Background: an optimization exercise with open tools, aiming at small area. Do not read the settings as production practice.
Function was checked by simulation only, so behaviour that the tests miss may differ from the original.
The clock cells of runs 4 and 5 come from the design's own scripts or RTL, not from TritonCTS.
The clock port is modelled as an ideal driver, which makes a skipped or thinned clock tree look cheaper than it is; a real chip needs a root buffer or a tree.
Power and IR drop assume default switching activity.

File: design.v
module counters
(
  input wire rst, clk, inc, hold,
  output wire [29:0] disp
);
reg [29:0] c;    
reg [29:0] d;
wire [29:0] n;
wire [8:0] i;
assign i[0] = inc;
localparam [8*5-1:0] LSB = {5'd26, 5'd22, 5'd19, 5'd15, 5'd12, 5'd8, 5'd4, 5'd0};
genvar k;
generate for (k = 0; k < 8; k = k + 1) begin : g
  localparam integer L = LSB[k*5 +: 5];
  if (k == 3 || k == 5) begin : six
    wire [2:0] b = c[L +: 3];
    wire a = i[k] & b[0];
    assign n[L]   = b[0] ^ i[k];
    assign n[L+1] = b[1] ^ (a & ~b[2]);
    assign n[L+2] = b[2] ^ (a & (b[2] | b[1]));
    assign i[k+1] = a & b[2];
  end else begin : ten
    wire [3:0] b = c[L +: 4];
    wire a = i[k] & b[0];
    assign n[L]   = b[0] ^ i[k];
    assign n[L+1] = b[1] ^ (a & ~b[3]);
    assign n[L+2] = b[2] ^ (a & b[1]);
    assign n[L+3] = b[3] ^ (a & (b[3] | (b[2] & b[1])));
    assign i[k+1] = a & b[3];
  end
end endgenerate
always @(posedge clk)
  if (rst) c <= 30'd0;
  else     c <= n;
always @(posedge clk)
  if (!hold) d <= c;
assign disp = d;
endmodule
module dcm
(
  input wire rst, clk,
  output wire tick_next, tick_500ms, tick_scan
);
reg [1:0] j;    
reg h;          
reg [4:0] qn;   
reg [1:0] m;    
wire [4:0] q = ~qn;
always @(posedge clk or posedge rst) begin
  if (rst)
    qn <= 5'b00000;
  else
    qn <= ~{q[3:0], (q[4] ^ q[2]) | (q[3] & ~q[2] & q[0])};
end
always @(posedge clk) begin
  if (rst) begin
    j <= 2'b00;
    h <= 1'b0;
    m <= 2'b00;
  end else begin
    j <= {j[0], ~j[1]};
    h <= h ^ (j[1] & ~j[0]);
    m <= {m[0], ~(m[0] | m[1])};
  end
end
assign tick_next  = ~j[1] & ~j[0];
assign tick_500ms = ~h & j[1] & ~j[0] & ~q[4] & q[3] & q[1] & q[0];
assign tick_scan  = m[1] & ~(j[1] ^ j[0]);
endmodule
module dspl_drv_NexysA7
(
  input clock, reset, tick, light,
  input [29:0] digits,
  output [7:0] an, dec_cat
);
  reg [2:0] s;
  reg [3:0] x;
  reg lit;
  wire [7:0] oh;
  genvar i;
  generate for (i = 0; i < 8; i = i + 1) begin : g_oh
    assign oh[i] = (s == i);
  end endgenerate
  wire [3:0] dig = ({4{oh[0]}} & digits[3:0])  | ({4{oh[1]}} & digits[7:4]) |
                   ({4{oh[2]}} & digits[11:8]) | ({4{oh[3]}} & {1'b0, digits[14:12]}) |
                   ({4{oh[4]}} & digits[18:15]) | ({4{oh[5]}} & {1'b0, digits[21:19]}) |
                   ({4{oh[6]}} & digits[25:22]) | ({4{oh[7]}} & digits[29:26]);
  always @(posedge clock or posedge reset) begin
    if (reset) begin
      x <= 4'd0;
      lit <= 1'b0;
    end else if (tick) begin
      x <= dig;
      lit <= light;
    end
  end
  always @(posedge clock) begin
    if (reset)
      s <= 3'd0;
    else if (tick)
      s <= s + 3'd1;
  end
  generate for (i = 0; i < 8; i = i + 1) begin : g_an
    assign an[i] = ~(lit & oh[(i + 1) % 8]);
  end endgenerate
  wire sa = (~x[0] & ~x[1] & x[2]) | (x[0] & ~x[1] & ~x[2] & ~x[3]);
  wire sb = (x[0] & ~x[1] & x[2]) | (~x[0] & x[1] & x[2]);
  wire sc = ~x[0] & x[1] & ~x[2];
  wire sd = (~x[0] & ~x[1] & x[2]) | (x[0] & x[1] & x[2]) | (x[0] & ~x[1] & ~x[2] & ~x[3]);
  wire se = x[0] | (~x[1] & x[2]);
  wire sf = (x[1] & ~x[2]) | (x[0] & x[1]) | (x[0] & ~x[2] & ~x[3]);
  wire sg = (~x[1] & ~x[2] & ~x[3]) | (x[0] & x[1] & x[2]);
  assign dec_cat = {sa, sb, sc, sd, se, sf, sg, 1'b1};
endmodule
module dm
(
    input wire rst, clk, tick_500ms, splitcheck,
    output wire hold_next, light
);
reg splitswitch, dark;    
always @(posedge clk) begin
  if (rst)
    splitswitch <= 1'b0;
  else
    splitswitch <= splitswitch ^ splitcheck;
end
always @(posedge clk) begin
  if (rst)
    dark <= 1'b0;
  else if (tick_500ms)
    dark <= splitswitch & ~dark;
end
assign hold_next = splitswitch ^ splitcheck;
assign light = ~dark;
endmodule
module edge_detector_sintese
(
  input clk, rst, din,
  output rising   
);
  reg [4:0] s;
  wire [4:0] n;
  always @(posedge clk)
    if (rst) s <= 5'd0;
    else     s <= n;
  wire z    = ~(s[1] | s[2] | s[3] | s[4]);
  wire wait_ = z & ~s[0];
  wire last = &s;
  wire clr  = last & ~din;
  wire g    = ~((s[1] & ~s[2] & ~s[4]) | (~s[1] & s[3] & s[4]) | (s[2] & ~s[3] & ~s[4]));
  assign n[0]   = (wait_ | last) ? din : g;
  assign n[4:1] = s[3:0] & ~{4{clr}};
  assign rising = z & s[0];
endmodule
module top
(
    input wire clk, rst, start, stop, split,
    output wire [7:0] an, dec_ddp
);
wire start_ed, stop_ed, split_ed;
wire tick_next, tick_500ms, tick_scan;
wire hold_next, light;
wire [29:0] disp;
edge_detector_sintese ed_start (.clk(clk), .rst(rst), .din(start), .rising(start_ed));
edge_detector_sintese ed_stop  (.clk(clk), .rst(rst), .din(stop),  .rising(stop_ed));
edge_detector_sintese ed_split (.clk(clk), .rst(rst), .din(split), .rising(split_ed));
dcm dcm (.rst(rst), .clk(clk), .tick_next(tick_next), .tick_500ms(tick_500ms), .tick_scan(tick_scan));
reg on, in_split;
always @(posedge clk) begin
    if (rst) begin
        on <= 1'b0;
        in_split <= 1'b0;
    end else begin
        on <= on ? (in_split | ~stop_ed) : start_ed;
        in_split <= on & split_ed;
    end
end
counters counters (.rst(rst), .clk(clk), .inc(tick_next & on), .hold(hold_next), .disp(disp));
dm dm (.rst(rst), .clk(clk), .tick_500ms(tick_500ms), .splitcheck(split_ed),
       .hold_next(hold_next), .light(light));
dspl_drv_NexysA7 driver (.clock(clk), .reset(rst), .tick(tick_scan), .light(light),
                         .digits(disp), .an(an), .dec_cat(dec_ddp));
endmodule
File: flow/run.sh
#!/bin/bash
set -e
bash standard.sh "BUFFER_PORTS_ARGS=-buffer_cell sky130_fd_sc_hd__buf_1" "CTS_ARGS=-sink_clustering_enable -repair_clock_nets -buf_list sky130_fd_sc_hd__clkbuf_8 -dont_use_dummy_load" finish > flow.log 2>&1
File: standard.sh
#!/bin/bash
# synth_recipe.tcl (not shown) runs the flow's synth.tcl, then flattens the netlist and writes it again
# the make line also repeats each setting of config.mk as NAME=value (left out here)
make -C /OpenROAD-flow-scripts/flow DESIGN_CONFIG=/design/flow/config.mk WORK_HOME=/design/flow/orfs CLKGATE_MAP_FILE= SYNTH_SCRIPT=/design/flow/synth_recipe.tcl "${@:-finish}"
File: config.mk
export PLATFORM = sky130hd
export DESIGN_NAME = top
export DESIGN_NICKNAME = top
export VERILOG_FILES = /design/flow/design.v
export SDC_FILE = /design/flow/constraint.sdc
export NUM_CORES = 4
export LEC_CHECK = 0
export CAP_MARGIN = 20
export CORE_MARGIN = 2
export CORE_UTILIZATION = 65
export SLEW_MARGIN = 20
File: constraint.sdc
create_clock -name core_clock -period 10.0 [get_ports {clk}]
set_input_delay 2.0000 -clock core_clock [delete_from_list [all_inputs] [get_ports {clk}]]
set_output_delay 2.0000 -clock core_clock [all_outputs]
set_load 0.01 [all_outputs]
==> results.json, run 1 <==
{
  "outcome": "complete, no violations",
  "worstPathRequired_ns": 10.20,
  "antenna_found_initial": 0,
  "grt_overflow_total": 0,
  "numCtsBuffers": 9,
  "worst-path-stages": 21,
  "synth_top_flop_cell": "dfxtp_1",
  "synth_edf_count": 30,
  "cp.arrival_ns": 4.33,
  "drc": 0,
  "rr_startpoint": "dcm.j[0]",
  "n_antenna_cell": 0,
  "fin_crit_ns": 4.13,
  "die_h_um": 81.7,
  "layout-drive-gt1-share": 0.0556,
  "postRouteAntennaNets": 0,
  "peakVddDrop_uv": 106,
  "path_clk_slew_ns": 0.08,
  "cp-start-kind": "flip-flop",
  "grt_setup_unrepaired": "no",
  "grt_pass1_vias": 1990,
  "core_mm2": 0.00589,
  "htreeDepth": 3,
  "crit_slowest_cell": "dfxtp_1",
  "die_x_um": 81.7,
  "power.leakage_nw": 1.62,
  "dr.pass1.iters": 4,
  "hp-class": "flip-flop to flip-flop",
  "cp_max_fo": 5,
  "critPathTopFamily": "adder cells",
  "nets": 383,
  "globalplace.congestion": 0.748,
  "ff2ff_setup_slack_ns": 5.87,
  "wl_per_cell_um": 14.1,
  "cts_resized": 0,
  "fin_crit_sh": 0.413,
  "port_buffers": 19,
  "clkLatencyLatePin_ns": 0.36,
  "seqCellArea_mm2": 0.00229,
  "cp_num_buf_inv": 1,
  "yosys_register_bits": 97,
  "path_class": "flip-flop to flip-flop",
  "reg2regPathDepth": 21,
  "syn-cell-area_mm2": 0.00392,
  "hold_violations": 0,
  "synth_cells": 354,
  "setup_violations": 0,
  "crit_chain": "inv_1, ha_1, and2_1, ha_1, and2_1, ha_1, and2_1, ha_1, and2_1, ha_1, and2_1, ha_1, and2_1, ha_1, and2_1, ha_1, and2_1, ha_1, nor2b_1, xnor2_1, nor2_1",
  "slew_violations": 0,
  "vias": 2417,
  "dp_hpwl_mm": 4.18,
  "grt_use_total": 0.198,
  "hold_ws_ns": 0.382,
  "slowest_delay_ns": 0.34,
  "dieArea_mm2": 0.00667,
  "yosysSeqAreaShare": 0.584,
  "critPathLaunch": "dcm.j[0]",
  "use_met2": 0.281,
  "crit_top_cell": "ha_1",
  "timing.rr.end": "counters.c[27]",
  "power_density_mw_per_mm2": 183,
  "fp-row-count": 28,
  "avgSynthCellArea_um2": 11.1,
  "yosys_warnings": 6,
  "fillers": 437,
  "fmax_mhz": 242,
  "grt_pass1_wl_mm": 9.73,
  "grt_max_degree": 50,
  "area_growth_pct": 4.62,
  "cts.sink_count": 97,
  "slew_headroom": 0.366,
  "max_slew.worst_pin.slew_ns": 0.952,
  "end_kind": "flip-flop",
  "start_util": 0.667,
  "gr-usage-met3": 0.0626,
  "synth_fp_nets": 375,
  "routed_via_density": 5.56,
  "cts_tree": "done",
  "drt-initial-drc-count": 89,
  "routed_wl_mm": 6.11,
  "ys_async_sr_fraction": 0.103,
  "setup.worst_path.end": "counters.c[27]",
  "drv_cap": 0,
  "clockRootBuffer": "clkbuf_8",
  "final.setup_skew_ns": 0.0268,
  "finalSetupTns_ns": 0,
  "use_met1": 0.286,
  "cts_buffer_depth": 2,
  "ctsHoldBuffers": 0,
  "cts_setup_buffers": 0,
  "multiInputGateArea_mm2": 0.00147,
  "synth.distinct_cells": 48,
  "ios": 21,
  "globalRoute.busiestLayer": "met1"
}
cell usage after synthesis (all sizes together) (2+ instances only):
cell type	instances	area share
dfxtp	57	0.29
nor2	35	0.033
edfxtp	30	0.23
and2	22	0.035
nor2b	22	0.035
nand2	20	0.019
ha	16	0.051
a21oi	14	0.018
clkbuf	14	0.013
inv	12	0.011
dfrtp	10	0.064
xnor2	10	0.022
buf	9	0.016
nand3	9	0.011
xor2	7	0.016
o21ai	6	0.0077
nand2b	5	0.0080
nor3	5	0.0064
a211oi	4	0.0077
a22o	4	0.0089
a31oi	4	0.0064
mux2	4	0.011
a2111oi	3	0.0067
a221o	3	0.0077
a221oi	3	0.0067
a22oi	3	0.0057
and4	3	0.0070
a32oi	2	0.0045
o2bb2ai	2	0.0045
or4	2	0.0048
sequential cells by signal, summed over array words and instances, names as in the netlist, 3 cells and up:
signal and count:
ed_start.s 5, ed_stop.s 5, driver.x 4, counters.c 30, driver.s 3, counters.d 30
dcm.qn 5, ed_split.s 5
placed cells by master (no fill, tap or decap), drive strengths merged, types with 3 or more instances in the layout:
master / Yosys / routed
nor2: 35 / 35
edfxtp: 30 / 30
dfxtp: 57 / 57
a221o: 3 / 3
o21ai: 6 / 6
a211oi: 4 / 4
a22o: 4 / 4
ha: 16 / 16
a221oi: 3 / 3
a22oi: 3 / 3
clkbuf: 14 / 10
a21oi: 14 / 14
and4: 3 / 3
dfrtp: 10 / 10
inv: 12 / 12
a2111oi: 3 / 3
nor2b: 22 / 22
nand2: 20 / 20
xnor2: 10 / 10
nor3: 5 / 5
and2: 22 / 22
nand2b: 5 / 5
buf: 9 / 19
nand3: 9 / 9
xor2: 7 / 7
a31oi: 4 / 4
mux2: 4 / 4
worst min path at each step:
| stage | startpoint | endpoint | cells past startpoint |
|---|---|---|---|
| floorplan | dcm.qn[1] | dcm.qn[2] | 0 |
| global placement | dcm.qn[1] | dcm.qn[2] | 0 |
| detailed placement | dcm.qn[1] | dcm.qn[2] | 0 |
| CTS | dcm.qn[1] | dcm.qn[2] | 0 |
| global route | dcm.qn[1] | dcm.qn[2] | 0 |
| finish | dcm.qn[1] | dcm.qn[2] | 0 |
per-stage QoR:
step	power [mW]	setup slack, ns	util	instance area [µm²]	std cells
floorplan	0.559	6.17	-	3920	354
global placement	0.566	5.96	0.676	3980	426
detailed placement	0.569	5.91	0.676	3980	426
CTS	0.758	5.86	0.697	4110	435
global route	0.788	5.54	0.697	4110	435
finish	0.751	5.87	0.697	4110	435
cell type report:
cell class,instances,share of cell area
timing repair buffer,20,0.0195
clock buffer,9,0.0302
inverter,12,0.0110
multi-input combinational,222,0.358
sequential,97,0.558
tap,75,0.0229
power by group:
group	leakage [nW]	total (mW)	internal (mW)	switching (mW)
sequential	0.917	0.472	0.444	0.0281
combinational	0.643	0.0876	0.0372	0.0505
clock	0.0647	0.191	0.0807	0.110
total	1.62	0.751	0.562	0.189
per-layer routing:
layer | vias up | share of wire
met1 | 1125 | 0.50
met2 | 56 | 0.44
met5 | - | 0
li1 | 1227 | -
met3 | 9 | 0.051
met4 | 0 | 0.014
kinds of logic (layout without fill, tap and decap cells):
kind of cell | count (synthesis) | in the layout | share of synthesized area
adder cells (fa/ha/maj) | 16 | 16 | 0.0510
AND/OR/NAND/NOR | 128 | 128 | 0.171
XOR/XNOR | 17 | 17 | 0.0379
flip-flops | 97 | 97 | 0.584
multiplexers | 5 | 5 | 0.0140
buffers and inverters | 35 | 41 | 0.0411
other | 1 | 1 | 0.000956
AO/OA/AOI/OAI | 55 | 55 | 0.0998
==> run 2: changes to the inputs <==
--- a/config.mk
+++ b/config.mk
@@ -7,5 +7,5 @@
 export LEC_CHECK = 0
 export CAP_MARGIN = 20
 export CORE_MARGIN = 2
-export CORE_UTILIZATION = 65
+export CORE_UTILIZATION = 40
 export SLEW_MARGIN = 20
==> results.json, run 2 <==
{
  "slew_headroom": 0.337,
  "p_switching_uw": 191,
  "synth-simple-area-share": 0.171,
  "worstPathRequired_ns": 10.22,
  "ys_async_sr_fraction": 0.103,
  "yosysSeqAreaShare": 0.584,
  "path_class": "flip-flop to flip-flop",
  "start_util": 0.407,
  "cts_setup_buffers": 0,
  "crit_chain": "inv_1, ha_1, and2_1, ha_1, and2_1, ha_1, and2_1, ha_1, and2_1, ha_1, and2_1, ha_1, and2_1, ha_1, and2_1, ha_1, and2_1, ha_1, nor2b_1, xnor2_1, nor2_1",
  "drv_cap": 0,
  "fin_crit_sh": 0.411,
  "ctsHoldBuffers": 0,
  "hp-class": "flip-flop to flip-flop",
  "cts_tree": "done",
  "dr.pass1.iters": 4,
  "hold_path_depth": 0,
  "drc": 0,
  "n_antenna_cell": 0,
  "yosys_register_bits": 97,
  "core_mm2": 0.00964,
  "swShare": 0.253,
  "slew_violations": 0,
  "grt_use_total": 0.136,
  "muxShareOfSynthArea": 0.0140,
  "ios": 21,
  "synth_edf_count": 30,
  "synth_fp_nets": 375,
  "grt_overflow_total": 0,
  "synth_xor_area_frac": 0.0379,
  "finalSetupTns_ns": 0,
  "grt_pass1_wl_mm": 10.8,
  "dieArea_mm2": 0.0106,
  "crit_slowest_cell": "dfxtp_1",
  "die_x_um": 103,
  "cp_max_fo": 5,
  "postRouteAntennaNets": 0,
  "vias": 2398,
  "synth.distinct_cells": 48,
  "numCtsBuffers": 9,
  "antenna_found_initial": 0,
  "area_growth_pct": 6.47,
  "yosys_warnings": 6,
  "drt-initial-drc-count": 114,
  "layout-drive-gt1-share": 0.0556,
  "synth_top_family_by_area": "simple AND/OR/NAND/NOR gates",
  "nets": 383,
  "fin_crit_ns": 4.11,
  "globalplace.congestion": 0.717,
  "setup_violations": 0,
  "intPower_uw": 562,
  "synth_top_area_frac": 0.291,
  "final_common_cell": "dfxtp_1",
  "synth_top_flop_cell": "dfxtp_1",
  "cp.arrival_ns": 4.33,
  "htreeDepth": 3,
  "synthAdderAreaFrac": 0.0510,
  "die_h_um": 103,
  "synth_cells": 354,
  "synth_top_cells_by_area": "dfxtp_1, edfxtp_1, dfrtp_1, ha_1, nor2b_1",
  "clkLatencyLatePin_ns": 0.36,
  "power_density_mw_per_mm2": 180,
  "synth_compound_area_frac": 0.0998,
  "fp-row-count": 36,
  "cts.sink_count": 97,
  "routed_wl_mm": 6.37,
  "place_area_mm2": 0.00405,
  "dp_hpwl_mm": 4.45,
  "max_slew.worst_pin.slew_ns": 0.994,
  "reg2regPathDepth": 21,
  "clockRootBuffer": "clkbuf_8",
  "yosys.area.top_type": "dfxtp_1",
  "fmax_mhz": 243,
  "routed_via_density": 4.86,
  "final_cell_mix": "dfxtp_1, nor2_1, edfxtp_1",
  "p_comb_frac": 0.117,
  "yosys-top-cells-count": "dfxtp_1, nor2_1, edfxtp_1",
  "cts_resized": 0,
  "cp-start-kind": "flip-flop",
  "hold_violations": 0,
  "grt_max_degree": 50,
  "p_seq_frac": 0.625,
  "power.leakage_nw": 1.62,
  "grt_setup_unrepaired": "no",
  "syn-cell-area_mm2": 0.00392,
  "end_kind": "flip-flop",
  "yosysMostFrequentCell": "dfxtp_1",
  "final_design_area_no_fill_mm2": 0.00418,
  "outcome": "complete, no violations",
  "clockPowerShare": 0.258,
  "peakVddDrop_uv": 66.6,
  "total_power_uw": 752,
  "slowest_delay_ns": 0.37,
  "wl_per_cell_um": 12.9,
  "port_buffers": 19,
  "cts_buffer_depth": 2,
  "path_clk_slew_ns": 0.09,
  "final.setup_skew_ns": 0.0263,
  "crit_top_cell": "ha_1",
  "grt_pass1_vias": 2185,
  "avgSynthCellArea_um2": 11.1,
  "top_regs": "counters.c x30, counters.d x30"
}
==> run 2: path summary, 6_finish.rpt <==
kind | start | endpoint | slack, ns
setup / recovery | dcm.j[1] | counters.c[27] | 5.89
hold / removal | dcm.qn[1] | dcm.qn[2] | 0.39
setup reg to reg | dcm.j[1] | counters.c[27] | 5.89
hold reg to reg | dcm.qn[1] | dcm.qn[2] | 0.39
max in group asynchronous | rst | dcm.qn[0] | 7.38
min in group asynchronous | rst | dcm.qn[2] | 2.32
==> run 2: critical path, delay by kind of cell, from the launching register on <==
| family | cells | cell delay (ns) |
|---|---|---|
| flops | 1 | 0.37 |
| xor+xnor | 1 | 0.13 |
| simple gates | 10 | 1.46 |
| fa+ha+maj | 9 | 1.97 |
| buf+inv | 1 | 0.06 |
==> run 2: logic make-up after synthesis <==
| logic type | count (synthesis) |
|---|---|
| other | 1 |
| buffers and inverters | 35 |
| AOI/OAI and AO/OA | 55 |
| DFF | 97 |
| muxes | 5 |
| and+or+nand+nor | 128 |
| adders and majority gates | 16 |
| xor gates and xnor gates | 17 |
==> run 2: layout make-up <==
type,instances,area [µm²]
clock buffers,9,124
inverters,12,45.0
fillers,978,5460
repair buffers,20,80.1
multi-input cells,222,1470
flip-flops and latches,97,2290
well taps,133,166
==> run 2: metrics by stage <==
stage          instances  hold slack (ns)  setup slack (ns)  utilization
2_1_floorplan        354            0.355              6.17            -
3_3_place_gp         484            0.361              5.96        0.421
3_5_place_dp         484            0.366              5.89        0.421
4_1_cts              493            0.398              5.89        0.433
5_1_grt              493            0.414              5.63        0.433
6_report             493            0.391              5.89        0.433
==> run 2: power groups by stage <==
stage | sequential [mW] | combinational [mW] | clock [mW]
after floorplan | 0.464 | 0.0953 | 0
after global placement | 0.479 | 0.0879 | 0
after detailed placement | 0.480 | 0.0887 | 0
after CTS | 0.471 | 0.0894 | 0.204
after global routing | 0.476 | 0.100 | 0.220
final | 0.470 | 0.0879 | 0.194
==> run 2: metal layers <==
metal | share of wire | GRT usage
met1 | 0.52 | 0.195
met2 | 0.44 | 0.193
met3 | 0.027 | 0.0325
met4 | 0.014 | 0.0668
met5 | 0 | 0
==> run 3: changes to the inputs <==
--- a/config.mk
+++ b/config.mk
@@ -5,7 +5,7 @@
 export SDC_FILE = /design/flow/constraint.sdc
 export NUM_CORES = 4
 export LEC_CHECK = 0
-export CAP_MARGIN = 20
+export CAP_MARGIN = 0
 export CORE_MARGIN = 2
 export CORE_UTILIZATION = 40
-export SLEW_MARGIN = 20
+export SLEW_MARGIN = 0
==> results.json, run 3 <==
{
  "yosysSeqAreaShare": 0.584,
  "dr.pass1.iters": 4,
  "fmax_mhz": 243,
  "cp_max_fo": 5,
  "core_mm2": 0.00964,
  "crit_top_cell": "ha_1",
  "cts.sink_count": 97,
  "peakVddDrop_uv": 66.6,
  "port_buffers": 19,
  "ys_async_sr_fraction": 0.103,
  "layout-drive-gt1-share": 0.0556,
  "power.leakage_nw": 1.62,
  "dieArea_mm2": 0.0106,
  "routed_wl_mm": 6.37,
  "globalplace.congestion": 0.717,
  "drt-initial-drc-count": 114,
  "grt_setup_unrepaired": "no",
  "wl_per_cell_um": 12.9,
  "fin_cells": 493,
  "path_clk_slew_ns": 0.09,
  "yosys_register_bits": 97,
  "grt_pass1_wl_mm": 10.8,
  "cp-start-kind": "flip-flop",
  "outcome": "complete, no violations",
  "ctsHoldBuffers": 0,
  "cts_resized": 0,
  "syn-cell-area_mm2": 0.00392,
  "dp.cells": 484,
  "clockRootBuffer": "clkbuf_8",
  "yosysMostFrequentCell": "dfxtp_1",
  "fin_crit_sh": 0.411,
  "synth_fp_nets": 375,
  "fillers": 978,
  "nets": 383,
  "top_regs": "counters.c x30, counters.d x30",
  "end_kind": "flip-flop",
  "final.setup_skew_ns": 0.0263,
  "cp.arrival_ns": 4.33,
  "drc": 0,
  "start_util": 0.407,
  "dp_hpwl_mm": 4.45,
  "avgSynthCellArea_um2": 11.1,
  "grt_pass1_vias": 2185,
  "total_power_uw": 752,
  "drv_cap": 0,
  "clkLatencyLatePin_ns": 0.36,
  "setup_violations": 0,
  "numCtsBuffers": 9,
  "ff2ff_setup_slack_ns": 5.89,
  "routed_via_density": 4.86,
  "htreeDepth": 3,
  "yosys.area.top_type": "dfxtp_1",
  "slew_violations": 0,
  "synth.distinct_cells": 48,
  "die_x_um": 103,
  "grt_max_degree": 50,
  "area_growth_pct": 6.47,
  "cts_setup_buffers": 0,
  "n_antenna_cell": 0,
  "final_cell_mix": "dfxtp_1, nor2_1, edfxtp_1",
  "hp-class": "flip-flop to flip-flop",
  "path_class": "flip-flop to flip-flop",
  "antenna_found_initial": 0,
  "seqCellArea_mm2": 0.00229,
  "finalSetupTns_ns": 0,
  "fp-row-count": 36,
  "postRouteAntennaNets": 0,
  "grt_use_total": 0.136,
  "vias": 2398,
  "hold_violations": 0,
  "crit_slowest_cell": "dfxtp_1",
  "yosys_warnings": 6,
  "grt_overflow_total": 0,
  "yosys-top-cells-count": "dfxtp_1, nor2_1, edfxtp_1",
  "synth_cells": 354,
  "synth_top_cells_by_area": "dfxtp_1, edfxtp_1, dfrtp_1, ha_1, nor2b_1",
  "power_density_mw_per_mm2": 180,
  "ios": 21,
  "crit_chain": "inv_1, ha_1, and2_1, ha_1, and2_1, ha_1, and2_1, ha_1, and2_1, ha_1, and2_1, ha_1, and2_1, ha_1, and2_1, ha_1, and2_1, ha_1, nor2b_1, xnor2_1, nor2_1",
  "synth_top_flop_cell": "dfxtp_1",
  "final_common_cell": "dfxtp_1",
  "cts_buffer_depth": 2,
  "max_slew.worst_pin.slew_ns": 0.994,
  "slowest_delay_ns": 0.37,
  "hold_ws_ns": 0.391,
  "multiInputGateArea_mm2": 0.00147,
  "cts_tree": "done",
  "synth_top_area_frac": 0.291,
  "worstPathRequired_ns": 10.22,
  "die_h_um": 103,
  "slew_headroom": 0.337,
  "synth_edf_count": 30,
  "fin_crit_ns": 4.11
}
==> run 3: cell counts after synthesis <==
Identical to the previous run, type by type.
==> run 3: area by class of cell <==
type	instances	area share
flip-flops and latches	97	0.549
multi-input cells	222	0.352
well taps	133	0.0398
clock buffers	9	0.0296
repair buffers	20	0.0192
inverters	12	0.0108
==> run 3: power by group <==
part | internal (mW) | switching, mW | leakage [nW] | total, mW
clock | 0.0809 | 0.113 | 0.0647 | 0.194
sequential | 0.444 | 0.0270 | 0.917 | 0.470
combinational | 0.0373 | 0.0506 | 0.643 | 0.0879
==> run 3: logic make-up after synthesis <==
| group | synth area share |
|---|---|
| AOI/OAI and AO/OA | 0.0998 |
| buffers and inverters | 0.0411 |
| xor gates and xnor gates | 0.0379 |
| DFF | 0.584 |
| adders and majority gates | 0.0510 |
| muxes | 0.0140 |
| and+or+nand+nor | 0.171 |
| other | 0.000956 |
==> run 3: final timing paths <==
kind / start / to / cells after the start
max: dcm.j[1] / counters.c[27] / 21
min: dcm.qn[1] / dcm.qn[2] / 0
max reg2reg: dcm.j[1] / counters.c[27] / 21
min reg2reg: dcm.qn[1] / dcm.qn[2] / 0
max in group asynchronous: rst / dcm.qn[0] / 2
min in group asynchronous: rst / dcm.qn[2] / 2
==> run 3: through the flow <==
step	worst slack [ns]	area [µm²]	util
2_1_floorplan	6.17	3920	-
3_3_place_gp	5.96	4050	0.421
3_5_place_dp	5.89	4050	0.421
4_1_cts	5.89	4180	0.433
5_1_grt	5.63	4180	0.433
6_report	5.89	4180	0.433
==> run 3: worst max-delay path: cells and delay by family, from the launching register on <==
family	cells	cell delay, ns
fa+ha+maj	9	1.97
flops	1	0.37
simple gates	10	1.46
xor+xnor	1	0.13
buf+inv	1	0.06
==> run 3: layer usage <==
metal	up-vias	track usage	wire, µm
li1	1230	-	-
met1	1132	0.195	3310
met2	29	0.193	2790
met3	7	0.0325	172
met4	0	0.0668	91
met5	-	0	0
==> run 4: changes to the inputs <==
==> flow/run.sh (replaced) <==
#!/bin/bash
# Layout flow: the standard flow (standard.sh, standard synthesis
# unchanged) with two changes to how the layout is made:
#  - the port buffers are the smallest buffer cell (buf_1);
#  - the clock tree is built by flow/leaf_clusters.tcl before the CTS step
#    (one root buffer, ten leaf buffers over balanced clusters of flip-flops).
# The full output of the flow goes to flow.log here; ORFS keeps each step's
# log under orfs/logs/.
set -e
here=$(pwd)
bash standard.sh \
  "BUFFER_PORTS_ARGS=-buffer_cell sky130_fd_sc_hd__buf_1" \
  "PRE_CTS_TCL=$here/flow/leaf_clusters.tcl" \
  finish > flow.log 2>&1
==> flow/leaf_clusters.tcl (new file) <==
# Clock tree for this small design, built before CTS (sourced as PRE_CTS_TCL):
# the clock port drives one root buffer, which drives leaf_count leaf
# buffers; the flip-flops are split into that many clusters of nearly equal
# size by location (capacitated k-means) and each cluster is driven by one
# leaf buffer at its centre. TritonCTS is then skipped: its H-tree stops at
# 15 sinks per leaf, which needs more and larger buffers than this design
# needs to keep the clock-pin slew within limits.

set clock_port  clk
set leaf_count  10
set leaf_master sky130_fd_sc_hd__clkbuf_4
set root_master sky130_fd_sc_hd__clkbuf_4

set block [ord::get_db_block]
set clk_bterm [$block findBTerm $clock_port]
set clk_net [$clk_bterm getNet]

# clock sinks and their positions (cell centres)
set pts {}
foreach it [$clk_net getITerms] {
  set inst [$it getInst]
  set bb [$inst getBBox]
  set x [expr { ([$bb xMin] + [$bb xMax]) / 2.0 }]
  set y [expr { ([$bb yMin] + [$bb yMax]) / 2.0 }]
  lappend pts [list $x $y $it]
}
set n [llength $pts]
set cap [expr { int(ceil(double($n) / $leaf_count)) }]
puts "leaf_clusters: $n clock sinks, $leaf_count clusters of at most $cap"

# initial centres: sinks spread along a space-filling order (by x then y)
set sorted [lsort -real -index 0 $pts]
set centres {}
for {set k 0} {$k < $leaf_count} {incr k} {
  set p [lindex $sorted [expr { int(($k + 0.5) * $n / $leaf_count) }]]
  lappend centres [list [lindex $p 0] [lindex $p 1]]
}

proc assign_capacitated { pts centres cap } {
  # every (sink, centre) pair by distance; take the closest pairs first,
  # skipping full centres and assigned sinks
  set pairs {}
  set i 0
  foreach p $pts {
    set k 0
    foreach c $centres {
      set d [expr { abs([lindex $p 0] - [lindex $c 0]) + abs([lindex $p 1] - [lindex $c 1]) }]
      lappend pairs [list $d $i $k]
      incr k
    }
    incr i
  }
  set pairs [lsort -real -index 0 $pairs]
  set assign [lrepeat [llength $pts] -1]
  set count [lrepeat [llength $centres] 0]
  foreach pr $pairs {
    lassign $pr d i k
    if { [lindex $assign $i] >= 0 || [lindex $count $k] >= $cap } { continue }
    lset assign $i $k
    lset count $k [expr { [lindex $count $k] + 1 }]
  }
  return $assign
}

for {set iter 0} {$iter < 20} {incr iter} {
  set assign [assign_capacitated $pts $centres $cap]
  set sx [lrepeat $leaf_count 0.0]
  set sy [lrepeat $leaf_count 0.0]
  set cnt [lrepeat $leaf_count 0]
  foreach p $pts k $assign {
    lset sx $k [expr { [lindex $sx $k] + [lindex $p 0] }]
    lset sy $k [expr { [lindex $sy $k] + [lindex $p 1] }]
    lset cnt $k [expr { [lindex $cnt $k] + 1 }]
  }
  for {set k 0} {$k < $leaf_count} {incr k} {
    if { [lindex $cnt $k] > 0 } {
      lset centres $k [list [expr { [lindex $sx $k] / [lindex $cnt $k] }] \
                            [expr { [lindex $sy $k] / [lindex $cnt $k] }]]
    }
  }
}
puts "leaf_clusters: cluster sizes $cnt"

set db [ord::get_db]
set leaf_m [$db findMaster $leaf_master]
set root_m [$db findMaster $root_master]

# root buffer at the centre of the leaf buffers, fed by the clock port
set rx 0.0
set ry 0.0
foreach c $centres {
  set rx [expr { $rx + [lindex $c 0] / $leaf_count }]
  set ry [expr { $ry + [lindex $c 1] / $leaf_count }]
}
set root [odb::dbInst_create $block $root_m "clkbuf_root"]
$root setLocation [expr { int($rx) }] [expr { int($ry) }]
$root setPlacementStatus PLACED
set root_net [odb::dbNet_create $block "clknet_root"]
$root_net setSigType CLOCK
$clk_net setSigType CLOCK
foreach p $pts { [lindex $p 2] disconnect }
[$root findITerm A] connect $clk_net
[$root findITerm X] connect $root_net

for {set k 0} {$k < $leaf_count} {incr k} {
  set c [lindex $centres $k]
  set leaf [odb::dbInst_create $block $leaf_m "clkbuf_leaf_$k"]
  $leaf setLocation [expr { int([lindex $c 0]) }] [expr { int([lindex $c 1]) }]
  $leaf setPlacementStatus PLACED
  set net [odb::dbNet_create $block "clknet_leaf_$k"]
  $net setSigType CLOCK
  [$leaf findITerm A] connect $root_net
  [$leaf findITerm X] connect $net
  foreach p $pts a $assign {
    if { $a == $k } { [lindex $p 2] connect $net }
  }
}

set_propagated_clock [all_clocks]

# the tree is complete: make the CTS step's clock_tree_synthesis call a no-op
rename clock_tree_synthesis tritoncts_clock_tree_synthesis
proc clock_tree_synthesis { args } {
  puts "leaf_clusters: clock tree already built, clock_tree_synthesis skipped"
}
--- a/config.mk
+++ b/config.mk
@@ -5,7 +5,7 @@
 export SDC_FILE = /design/flow/constraint.sdc
 export NUM_CORES = 4
 export LEC_CHECK = 0
-export CAP_MARGIN = 0
+export CAP_MARGIN = 20
 export CORE_MARGIN = 2
 export CORE_UTILIZATION = 40
-export SLEW_MARGIN = 0
+export SLEW_MARGIN = 20
==> results.json, run 4 <==
{
  "synth_top_area_frac": 0.291,
  "yosys_register_bits": 97,
  "die_h_um": 103,
  "ys_async_sr_fraction": 0.103,
  "fin_crit_ns": 4.11,
  "drv_cap": 0,
  "yosys-top-cells-count": "dfxtp_1, nor2_1, edfxtp_1",
  "start_util": 0.407,
  "worstPathRequired_ns": 10.30,
  "p_switching_uw": 191,
  "seqCellArea_mm2": 0.00229,
  "grt_max_degree": 50,
  "core_mm2": 0.00964,
  "outcome": "complete, no violations",
  "top_regs": "counters.c x30, counters.d x30",
  "total_power_uw": 723,
  "final.setup_skew_ns": 0.0169,
  "end_kind": "flip-flop",
  "crit_top_cell": "ha_1",
  "final_common_cell": "dfxtp_1",
  "dp_hpwl_mm": 4.45,
  "slew_headroom": 0.335,
  "cts_setup_buffers": 0,
  "yosys.area.top_type": "dfxtp_1",
  "setup_violations": 0,
  "n_antenna_cell": 0,
  "hold_ws_ns": 0.407,
  "grt_overflow_total": 0,
  "crit_chain": "inv_1, ha_1, and2_1, ha_1, and2_1, ha_1, and2_1, ha_1, and2_1, ha_1, and2_1, ha_1, and2_1, ha_1, and2_1, ha_1, and2_1, ha_1, nor2b_1, xnor2_1, nor2_1",
  "slew_violations": 0,
  "syn-cell-area_mm2": 0.00392,
  "grt_pass1_vias": 2218,
  "power.leakage_nw": 1.61,
  "cp_max_fo": 5,
  "final_cell_mix": "dfxtp_1, nor2_1, edfxtp_1",
  "grt_use_total": 0.127,
  "drt-initial-drc-count": 136,
  "routed_wl_mm": 6.43,
  "finalSetupTns_ns": 0,
  "peakVddDrop_uv": 69.3,
  "postRouteAntennaNets": 0,
  "clockPowerShare": 0.227,
  "yosys_warnings": 6,
  "die_x_um": 103,
  "dr.pass1.iters": 4,
  "grt_setup_unrepaired": "no",
  "path_class": "flip-flop to flip-flop",
  "synth_top_cells_by_area": "dfxtp_1, edfxtp_1, dfrtp_1, ha_1, nor2b_1",
  "synth_top_flop_cell": "dfxtp_1",
  "yosysMostFrequentCell": "dfxtp_1",
  "synth_cells": 354,
  "hp-class": "flip-flop to flip-flop",
  "area_growth_pct": 5.42,
  "grt_pass1_wl_mm": 10.9,
  "use_met1": 0.192,
  "gr-usage-met3": 0.0149,
  "ctsHoldBuffers": 0,
  "synth_edf_count": 30,
  "fmax_mhz": 243,
  "fillers": 985,
  "nets": 385,
  "drc": 0,
  "dieArea_mm2": 0.0106,
  "avgSynthCellArea_um2": 11.1,
  "vias": 2400,
  "p_comb_frac": 0.122,
  "power_density_mw_per_mm2": 175,
  "cp-start-kind": "flip-flop",
  "intPower_uw": 532,
  "routed_via_density": 4.85,
  "p_seq_frac": 0.651,
  "slowest_delay_ns": 0.35,
  "globalplace.congestion": 0.717,
  "port_buffers": 19,
  "crit_slowest_cell": "dfxtp_1",
  "yosysSeqAreaShare": 0.584,
  "fin_crit_sh": 0.411,
  "hold_violations": 0,
  "max_slew.worst_pin.slew_ns": 0.998,
  "globalRoute.busiestLayer": "met2",
  "cp.arrival_ns": 4.41,
  "use_met2": 0.196,
  "synth.distinct_cells": 48,
  "layout-drive-gt1-share": 0.0608,
  "fp-row-count": 36,
  "cts_resized": 0,
  "antenna_found_initial": 0,
  "synth_fp_nets": 375,
  "multiInputGateArea_mm2": 0.00147,
  "wl_per_cell_um": 13.0,
  "ios": 21,
  "clkLatencyLatePin_ns": 0.44,
  "swShare": 0.264,
  "final_design_area_no_fill_mm2": 0.00414,
  "place_area_mm2": 0.00405,
  "path_clk_slew_ns": 0.10
}
==> run 4: cell types whose count changed in the layout (fill, tap and decap cells not counted) <==
cell	change
clkbuf_4	+11
clkbuf_8	-9
==> run 4: final timing paths <==
kind | endpoint | cells after the start | startpoint | slack (ns)
worst max-delay path | counters.c[27] | 21 | dcm.j[0] | 5.89
worst min-delay path | dcm.qn[2] | 0 | dcm.qn[1] | 0.41
worst max register to register | counters.c[27] | 21 | dcm.j[0] | 5.89
worst min register to register | dcm.qn[2] | 0 | dcm.qn[1] | 0.41
max in group asynchronous | driver.x[3] | 2 | rst | 7.49
min in group asynchronous | dcm.qn[2] | 2 | rst | 2.22
==> run 4: critical path: cells and delay by family, from the launching register on <==
family / cells / cell delay [ns]
XOR/XNOR: 1 / 0.13
buffers and inverters: 1 / 0.07
flip-flops: 1 / 0.35
adder cells (fa/ha/maj): 9 / 1.97
AND/OR/NAND/NOR: 10 / 1.47
==> run 4: cell type report <==
cell class | instances | area share
Multi-Input combinational cell | 222 | 0.355
Tap cell | 133 | 0.0402
Buffer | 11 | 0.0200
Sequential cell | 97 | 0.554
Inverter | 12 | 0.0109
Timing Repair Buffer | 20 | 0.0194
==> run 4: power groups by stage <==
| stage | clock network, mW | logic (mW) | registers, mW |
|---|---|---|---|
| floorplan | 0 | 0.0953 | 0.464 |
| global placement | 0 | 0.0879 | 0.479 |
| detailed placement | 0 | 0.0887 | 0.480 |
| CTS | 0.172 | 0.0894 | 0.471 |
| global route | 0.189 | 0.101 | 0.476 |
| finish | 0.164 | 0.0882 | 0.471 |
==> run 4: logic make-up after synthesis <==
logic type               count (synthesis)  share of synthesized area
adder cells (fa/ha/maj)                 16                     0.0510
flip-flops                              97                      0.584
AO/OA/AOI/OAI                           55                     0.0998
multiplexers                             5                     0.0140
other                                    1                   0.000956
buffers and inverters                   35                     0.0411
AND/OR/NAND/NOR                        128                      0.171
XOR/XNOR                                17                     0.0379
==> run 4: metal layers <==
metal | up-vias | routed length (µm) | part of all wire
met4 | 0 | 119 | 0.019
met5 | - | 0 | 0
met2 | 38 | 2770 | 0.43
met1 | 1120 | 3300 | 0.51
li1 | 1233 | - | -
met3 | 9 | 238 | 0.037
==> run 4: through the flow <==
stage                     setup slack [ns]  cells  utilization
after detailed placement              5.89    484        0.421
after CTS                             5.88    495        0.429
final                                 5.89    495        0.429
after global routing                  5.61    495        0.429
after global placement                5.96    484        0.421
after floorplan                       6.17    354            -
==> run 5: changes to the inputs <==
--- a/flow/run.sh
+++ b/flow/run.sh
@@ -3,7 +3,7 @@
 # unchanged) with two changes to how the layout is made:
 #  - the port buffers are the smallest buffer cell (buf_1);
 #  - the clock tree is built by flow/leaf_clusters.tcl before the CTS step
-#    (one root buffer, ten leaf buffers over balanced clusters of flip-flops).
+#    (one root buffer, nine leaf buffers over balanced clusters of flip-flops).
 # The full output of the flow goes to flow.log here; ORFS keeps each step's
 # log under orfs/logs/.
 set -e
--- a/flow/leaf_clusters.tcl
+++ b/flow/leaf_clusters.tcl
@@ -7,7 +7,7 @@
 # needs to keep the clock-pin slew within limits.
 
 set clock_port  clk
-set leaf_count  10
+set leaf_count  9
 set leaf_master sky130_fd_sc_hd__clkbuf_4
 set root_master sky130_fd_sc_hd__clkbuf_4
 
--- a/config.mk
+++ b/config.mk
@@ -7,5 +7,5 @@
 export LEC_CHECK = 0
 export CAP_MARGIN = 20
 export CORE_MARGIN = 2
-export CORE_UTILIZATION = 40
+export CORE_UTILIZATION = 65
 export SLEW_MARGIN = 20
==> results.json, run 5 <==
{
  "outcome": "complete, no violations",
  "synth.distinct_cells": 48,
  "p_switching_uw": 185,
  "yosys_register_bits": 97,
  "synth_edf_count": 30,
  "synth_top_area_frac": 0.291,
  "peakVddDrop_uv": 111,
  "avgSynthCellArea_um2": 11.1,
  "ios": 21,
  "grt_max_degree": 50,
  "ys_async_sr_fraction": 0.103,
  "cts_setup_buffers": 0,
  "die_x_um": 81.7,
  "clockPowerShare": 0.216,
  "vias": 2378,
  "reg2regPathDepth": 21,
  "grt_pass1_wl_mm": 9.72,
  "dpl_worst_slack_ns": 5.91,
  "drt-initial-drc-count": 77,
  "min_from": "dcm.qn[1]",
  "ctsHoldBuffers": 0,
  "grt_overflow_total": 0,
  "start_util": 0.667,
  "swShare": 0.260,
  "cp_max_fo": 5,
  "area_growth_pct": 3.38,
  "wl_per_cell_um": 14.0,
  "setup_slack_ns": 5.89,
  "worstPathRequired_ns": 10.30,
  "final.setup_skew_ns": 0.00786,
  "fmax_mhz": 243,
  "fin_crit_ns": 4.11,
  "hold_violations": 0,
  "fin_crit_sh": 0.411,
  "power.leakage_nw": 1.61,
  "post-route-util": 0.689,
  "dieArea_mm2": 0.00667,
  "die_h_um": 81.7,
  "clkLatencyLatePin_ns": 0.43,
  "slew_violations": 0,
  "path_clk_slew_ns": 0.11,
  "layout-drive-gt1-share": 0.0582,
  "finalSetupTns_ns": 0,
  "cp.arrival_ns": 4.40,
  "final_common_cell": "dfxtp_1",
  "final_cell_mix": "dfxtp_1, nor2_1, edfxtp_1",
  "p_comb_frac": 0.123,
  "cp-start-kind": "flip-flop",
  "grt_use_total": 0.183,
  "power_density_mw_per_mm2": 176,
  "synth_fp_nets": 375,
  "grt_setup_unrepaired": "no",
  "drc": 0,
  "dp_hpwl_mm": 4.18,
  "end_kind": "flip-flop",
  "hp-class": "flip-flop to flip-flop",
  "yosysSeqAreaShare": 0.584,
  "routed_via_density": 5.45,
  "yosys_warnings": 6,
  "routed_wl_mm": 6.11,
  "intPower_uw": 527,
  "nets": 384,
  "cts_resized": 0,
  "synth_cells": 354,
  "rr_startpoint": "dcm.j[0]",
  "hold_path_depth": 0,
  "setup_violations": 0,
  "antenna_found_initial": 0,
  "p_seq_frac": 0.661,
  "synth_top_flop_cell": "dfxtp_1",
  "yosys.area.top_type": "dfxtp_1",
  "synth_top_cells_by_area": "dfxtp_1, edfxtp_1, dfrtp_1, ha_1, nor2b_1",
  "core_mm2": 0.00589,
  "critPathLaunch": "dcm.j[0]",
  "drv_cap": 0,
  "dr.pass1.iters": 4,
  "fp-row-count": 28,
  "yosysMostFrequentCell": "dfxtp_1",
  "top_regs": "counters.c x30, counters.d x30",
  "grt_pass1_vias": 2012,
  "syn-cell-area_mm2": 0.00392,
  "max_slew.worst_pin.slew_ns": 0.956,
  "yosys-top-cells-count": "dfxtp_1, nor2_1, edfxtp_1",
  "globalplace.congestion": 0.748,
  "n_antenna_cell": 0,
  "path_class": "flip-flop to flip-flop",
  "postRouteAntennaNets": 0,
  "port_buffers": 19,
  "slew_headroom": 0.363
}
==> run 5: metrics by stage <==
step | total power, mW | instances | hold WS [ns] | cell area (µm²)
after global placement | 0.566 | 426 | 0.369 | 3980
after CTS | 0.722 | 436 | 0.389 | 4060
after global routing | 0.751 | 436 | 0.408 | 4060
final | 0.713 | 436 | 0.388 | 4060
after detailed placement | 0.569 | 426 | 0.370 | 3980
after floorplan | 0.559 | 354 | 0.355 | 3920
==> run 5: layout make-up <==
cell class                      instances  area (µm²)
Buffer                                 10        75.1
Fill cell                             444        1830
Timing Repair Buffer                   20        80.1
Tap cell                               75        93.8
Sequential cell                        97        2290
Inverter                               12        45.0
Multi-Input combinational cell        222        1470
==> run 5: cells by family after synthesis <==
family,count (synthesis),share of synthesized area
buf+inv,35,0.0411
xor+xnor,17,0.0379
mux,5,0.0140
other cells,1,0.000956
compound gates,55,0.0998
flops,97,0.584
fa+ha+maj,16,0.0510
simple gates,128,0.171
==> run 5: path summary, 6_finish.rpt <==
path                             endpoint  slack [ns]
setup reg to reg           counters.c[27]        5.89
hold / removal                  dcm.qn[2]        0.39
setup / recovery           counters.c[27]        5.89
max in group asynchronous     driver.x[1]        7.49
min in group asynchronous      driver.lit        2.21
hold reg to reg                 dcm.qn[2]        0.39
==> run 5: routing by layer <==
layer	wire [µm]	vias up	global-route usage
li1	-	1229	-
met5	0	-	0
met1	3100	1098	0.288
met4	91	0	0.0400
met3	272	7	0.0198
met2	2650	44	0.274
==> run 5: critical path, cell delays in order, from the launching register on <==
cell and delay [ns]:
dfxtp_1 0.35, inv_1 0.07, ha_1 0.19, and2_1 0.15, ha_1 0.23, and2_1 0.17, ha_1 0.23, and2_1 0.15
ha_1 0.24, and2_1 0.17, ha_1 0.21, and2_1 0.14, ha_1 0.23, and2_1 0.17, ha_1 0.21, and2_1 0.15
ha_1 0.22, and2_1 0.15, ha_1 0.21, nor2b_1 0.15, xnor2_1 0.13, nor2_1 0.05
==> run 5: power groups by stage <==
| stage | registers (mW) | clock network, mW | logic (mW) |
|---|---|---|---|
| finish | 0.471 | 0.154 | 0.0876 |
| global route | 0.476 | 0.174 | 0.101 |
| CTS | 0.472 | 0.162 | 0.0886 |
| detailed placement | 0.481 | 0 | 0.0883 |
| global placement | 0.479 | 0 | 0.0865 |
| floorplan | 0.464 | 0 | 0.0953 |

re-timing with driven ports:
How much do the figures lean on ideal ports? The routed layouts below were timed once more, with nothing changed but the port constraints. Step 1 sets driving cells, clkbuf_16 on the clock port and buf_2 on the other inputs (assumed; they add their load-dependent delay and slew). Step 2 times the ports against the registers' clock, not the clock port: input delays grow and output delays shrink by t, the midpoint of the rising clock arrivals with the driver on. Slacks: ideal / step 1 / step 2; pairs: ideal / step 1.
| run | shift t [ns] | setup slack, ns | pins driven straight from the clock port |
|---|---|---|---|
| run 1 | 0.374 | 5.872 / 5.872 / 5.872 | 1 |
| run 2 | 0.376 | 5.886 / 5.886 / 5.886 | 1 |
| run 3 | 0.376 | 5.886 / 5.886 / 5.886 | 1 |
| run 4 | 0.463 | 5.890 / 5.890 / 5.890 | 1 |
| run 5 | 0.453 | 5.893 / 5.893 / 5.893 | 1 |
After both steps setup and hold are still met in every run listed.
